Source: an optimization exercise on an open RTL-to-GDS flow (aim: small area). Production flows keep margins and buffers that such runs may drop.
In this exercise RTL edits were held to simulation tests only and were not proved equivalent to the original.
Power and IR drop assume default switching activity.

==> run C <==
Design top, start of the top module:
module top #(parameter n = 16, parameter k = 8)
(
  input clk,
  input rstn,
  input  [n * k - 1 : 0] in,
  output [n * k - 1 : 0] out
);
reg [4:0] age;
always @(posedge clk or negedge rstn) begin
  if (!rstn)
    age <= 5'd0;
  else if (age != 5'd17)
    age <= age + 5'd1;
end
wire valid = (age == 5'd17);
wire [7:0] x_0 = in[7:0];
wire [7:0] x_1 = in[15:8];
wire [7:0] x_2 = in[23:16];
wire [7:0] x_3 = in[31:24];
wire [7:0] x_4 = in[39:32];
wire [7:0] x_5 = in[47:40];
wire [7:0] x_6 = in[55:48];
wire [7:0] x_7 = in[63:56];
wire [7:0] x_8 = in[71:64];
wire [7:0] x_9 = in[79:72];
wire [7:0] x_10 = in[87:80];
wire [7:0] x_11 = in[95:88];
wire [7:0] x_12 = in[103:96];
wire [7:0] x_13 = in[111:104];
wire [7:0] x_14 = in[119:112];
wire [7:0] x_15 = in[127:120];
wire [7:0] c0_lo, c0_hi;
cas u_cas0 (.a(x_0), .b(x_13), .lo(c0_lo), .hi(c0_hi));
wire [7:0] c1_lo, c1_hi;
cas u_cas1 (.a(x_1), .b(x_12), .lo(c1_lo), .hi(c1_hi));
wire [7:0] c2_lo, c2_hi;
cas u_cas2 (.a(x_2), .b(x_15), .lo(c2_lo), .hi(c2_hi));
wire [7:0] c3_lo, c3_hi;
cas u_cas3 (.a(x_3), .b(x_14), .lo(c3_lo), .hi(c3_hi));
wire [7:0] c4_lo, c4_hi;
cas u_cas4 (.a(x_4), .b(x_8), .lo(c4_lo), .hi(c4_hi));
wire [7:0] c5_lo, c5_hi;
cas u_cas5 (.a(x_5), .b(x_6), .lo(c5_lo), .hi(c5_hi));
wire [7:0] c6_lo, c6_hi;
  ...
export LEC_CHECK = 0
export CAP_MARGIN = 20
export CORE_MARGIN = 2
export CORE_UTILIZATION = 40
export SLEW_MARGIN = 20
create_clock -name core_clock -period 4.0 [get_ports {clk}]
standard.sh (not shown) runs the stock make flow with config.mk's settings and CLKGATE_MAP_FILE= SYNTH_SCRIPT=/design/flow/synth_recipe.tcl, a recipe that flattens the netlist after the stock synthesis.
==> flow/flow/run.sh <==
#!/bin/bash
# Standard synthesis and layout, with three changes to how the layout is made:
# the ports are buffered with the smallest buffer, clock tree synthesis adds
# no dummy loads, and global routing downsizes gates that have timing slack.
set -euo pipefail
export BUFFER_PORTS_ARGS="-buffer_cell sky130_fd_sc_hd__buf_1"
export CTS_ARGS="-sink_clustering_enable -repair_clock_nets -dont_use_dummy_load"
export RECOVER_POWER=100
bash standard.sh finish > flow_make.log 2>&1
==> inputs of run D, as changes to run C <==
==> flow/flow/run.sh (replaced) <==
#!/bin/bash
# Standard synthesis and layout, with these changes to how the layout is made:
#  - after synthesis, 2:1 mux cells that share a select are rewritten as
#    o22a/o22ai cells with one inverter per select (muxrw.py);
#  - the ports are buffered with the smallest buffer;
#  - clock tree synthesis adds no dummy loads;
#  - after placement repair, gates with slack are downsized, then slew and
#    capacitance are repaired again (post_resize.tcl).
set -euo pipefail
F=$(pwd)/flow
R=orfs/results/sky130hd/top/base
export BUFFER_PORTS_ARGS="-buffer_cell sky130_fd_sc_hd__buf_1"
export CTS_ARGS="-sink_clustering_enable -repair_clock_nets -dont_use_dummy_load -sink_clustering_size 32 -sink_clustering_max_diameter 60 -buf_list {sky130_fd_sc_hd__clkbuf_16}"
export POST_RESIZE_TCL=$F/post_resize.tcl
bash standard.sh synth > synth.log 2>&1
cp $R/1_2_yosys.v $R/1_2_yosys.std.v
python3 $F/muxrw.py $R/1_2_yosys.std.v $R/1_2_yosys.v > muxrw.log 2>&1
rm -f $R/1_synth.odb
bash standard.sh synth > synth_odb.log 2>&1
bash standard.sh finish > layout.log 2>&1
==> flow/flow/muxrw.py (new file) <==
#!/usr/bin/env python3
"""Rewrite 2:1 multiplexer cells of a Yosys netlist as OR-AND gates.

A select net that drives several mux2/mux2i cells gets one inverter, and each
of those cells becomes an o22a (mux2) or o22ai (mux2i) cell, which is
smaller:  S ? A1 : A0  ==  (S | A0) & (~S | A1).
Usage: muxrw.py IN.v OUT.v
"""
import re, sys, collections

src = open(sys.argv[1]).read()
inst_re = re.compile(r'(\n\s*)(sky130_fd_sc_hd__(mux2i?)_\d+)\s+(\S+)\s*\((.*?)\);', re.S)
pin_re = re.compile(r'\.(\w+)\(\s*(.*?)\s*\)\s*(?:,|$)', re.S)

def pins(body):
    # escaped identifiers keep the space that ends them
    return {m.group(1): (m.group(2) + ' ' if m.group(2).startswith('\\') else m.group(2))
            for m in pin_re.finditer(body.strip())}

muxes = []
count = None
for m in inst_re.finditer(src):
    muxes.append((m, pins(m.group(5))))


# existing inverters of a select net
inv_re = re.compile(r'sky130_fd_sc_hd__(?:inv|clkinv)_\d+\s+\S+\s*\((.*?)\);', re.S)
have_inv = {}
for m in inv_re.finditer(src):
    p = pins(m.group(1))
    if 'A' in p and 'Y' in p:
        have_inv.setdefault(p['A'], p['Y'])

# buffers: a select net is inverted at the root of its buffer tree
buf_re = re.compile(r'sky130_fd_sc_hd__(?:buf|clkbuf)_\d+\s+\S+\s*\((.*?)\);', re.S)
buf_in = {}
for m in buf_re.finditer(src):
    p = pins(m.group(1))
    if 'A' in p and 'X' in p:
        buf_in[p['X']] = p['A']
def root(s):
    while s in buf_in:
        s = buf_in[s]
    return s

count = collections.Counter(root(p['S']) for _, p in muxes)
new_inv = {}
def sel_n(s):
    r = root(s)
    if r in have_inv:
        return have_inv[r]
    if r not in new_inv:
        new_inv[r] = '\\muxrw_sn%d ' % len(new_inv)
    return new_inv[r]

out = []
pos = 0
nrw = 0
for m, p in muxes:
    s = p['S']
    if count[root(s)] < 2 and root(s) not in have_inv:
        continue
    sn = sel_n(s)
    if m.group(3) == 'mux2i':
        cell, o = 'sky130_fd_sc_hd__o22ai_1', '.Y(%s)' % p['Y']
    else:
        cell, o = 'sky130_fd_sc_hd__o22a_1', '.X(%s)' % p['X']
    out.append(src[pos:m.start()])
    out.append('%s%s %s (.A1(%s), .A2(%s), .B1(%s), .B2(%s), %s);' %
               (m.group(1), cell, m.group(4), s, p['A0'], sn, p['A1'], o))
    pos = m.end()
    nrw += 1
out.append(src[pos:])
res = ''.join(out)
decl = []
for i, (s, sn) in enumerate(new_inv.items()):
    decl.append(' wire %s;' % sn)
    decl.append(' sky130_fd_sc_hd__inv_1 \\muxrw_inv%d  (.A(%s), .Y(%s));' % (i, s, sn))
k = res.rindex('endmodule')
res = res[:k] + '\n'.join(decl) + '\n' + res[k:]
open(sys.argv[2], 'w').write(res)
print('muxrw: %d muxes rewritten, %d inverters added, %d reused' %
      (nrw, len(new_inv), len([s for s in count if s in have_inv])))
==> flow/flow/post_resize.tcl (new file) <==
# After placement-based repair: downsize gates whose paths have slack, then
# repair max slew / capacitance / fanout again.
repair_timing -recover_power 100 -verbose
repair_design_helper
==> results.rst <==
.. list-table::
   :header-rows: 1

   * - Metric
     - Value
   * - Via count of the first global-routing pass
     - 31600
   * - Worst rel slew slack
     - 0.320
   * - Filler cell count in the final layout
     - 13400
   * - Startpoint of the worst hold path
     - e11[97]
   * - Static power due to leakage
     - 0.0264 uW
   * - Status
     - no timing/DRC/antenna violations
That was run D.
==> results.rst <==
.. list-table::
   :header-rows: 1

   * - Metric
     - Value
   * - Status
     - complete, but fails checks
   * - Failed Checks
     - max-capacitance violations, max-slew violations
   * - Max Cap Viol
     - 6
   * - Static power due to leakage
     - 0.0285 uW
   * - Filler cell count in the final layout
     - 14100
   * - Final slew viol count
     - 68
   * - Startpoint of the worst hold path
     - s8[21]
   * - Worst rel slew slack
     - -0.328
That was run C.

[port drivers added, routing unchanged]
In the flow no input, the clock included, has a driving cell. The finished layouts below were timed again as built, in two steps.
Step 1 assumes that a clkbuf_16 drives the clock port and a buf_2 every other input.
Step 2 adds t to the input delays and takes it off the output delays; t is the mean of the earliest and latest rising clock arrival at the registers after step 1. Input paths then give back, and output paths get back, about the clock's delay inside the block.
a / b / c = no drivers / after step 1 / after step 2; a / b = the first two.
run	t (ns)	setup slack, ns	slew at the worst register clock pin (ns)
run C	0.864	0.605 / 0.526 / 1.033	0.06 / 0.06
run D	0.820	0.334 / 0.258 / 0.882	0.10 / 0.10
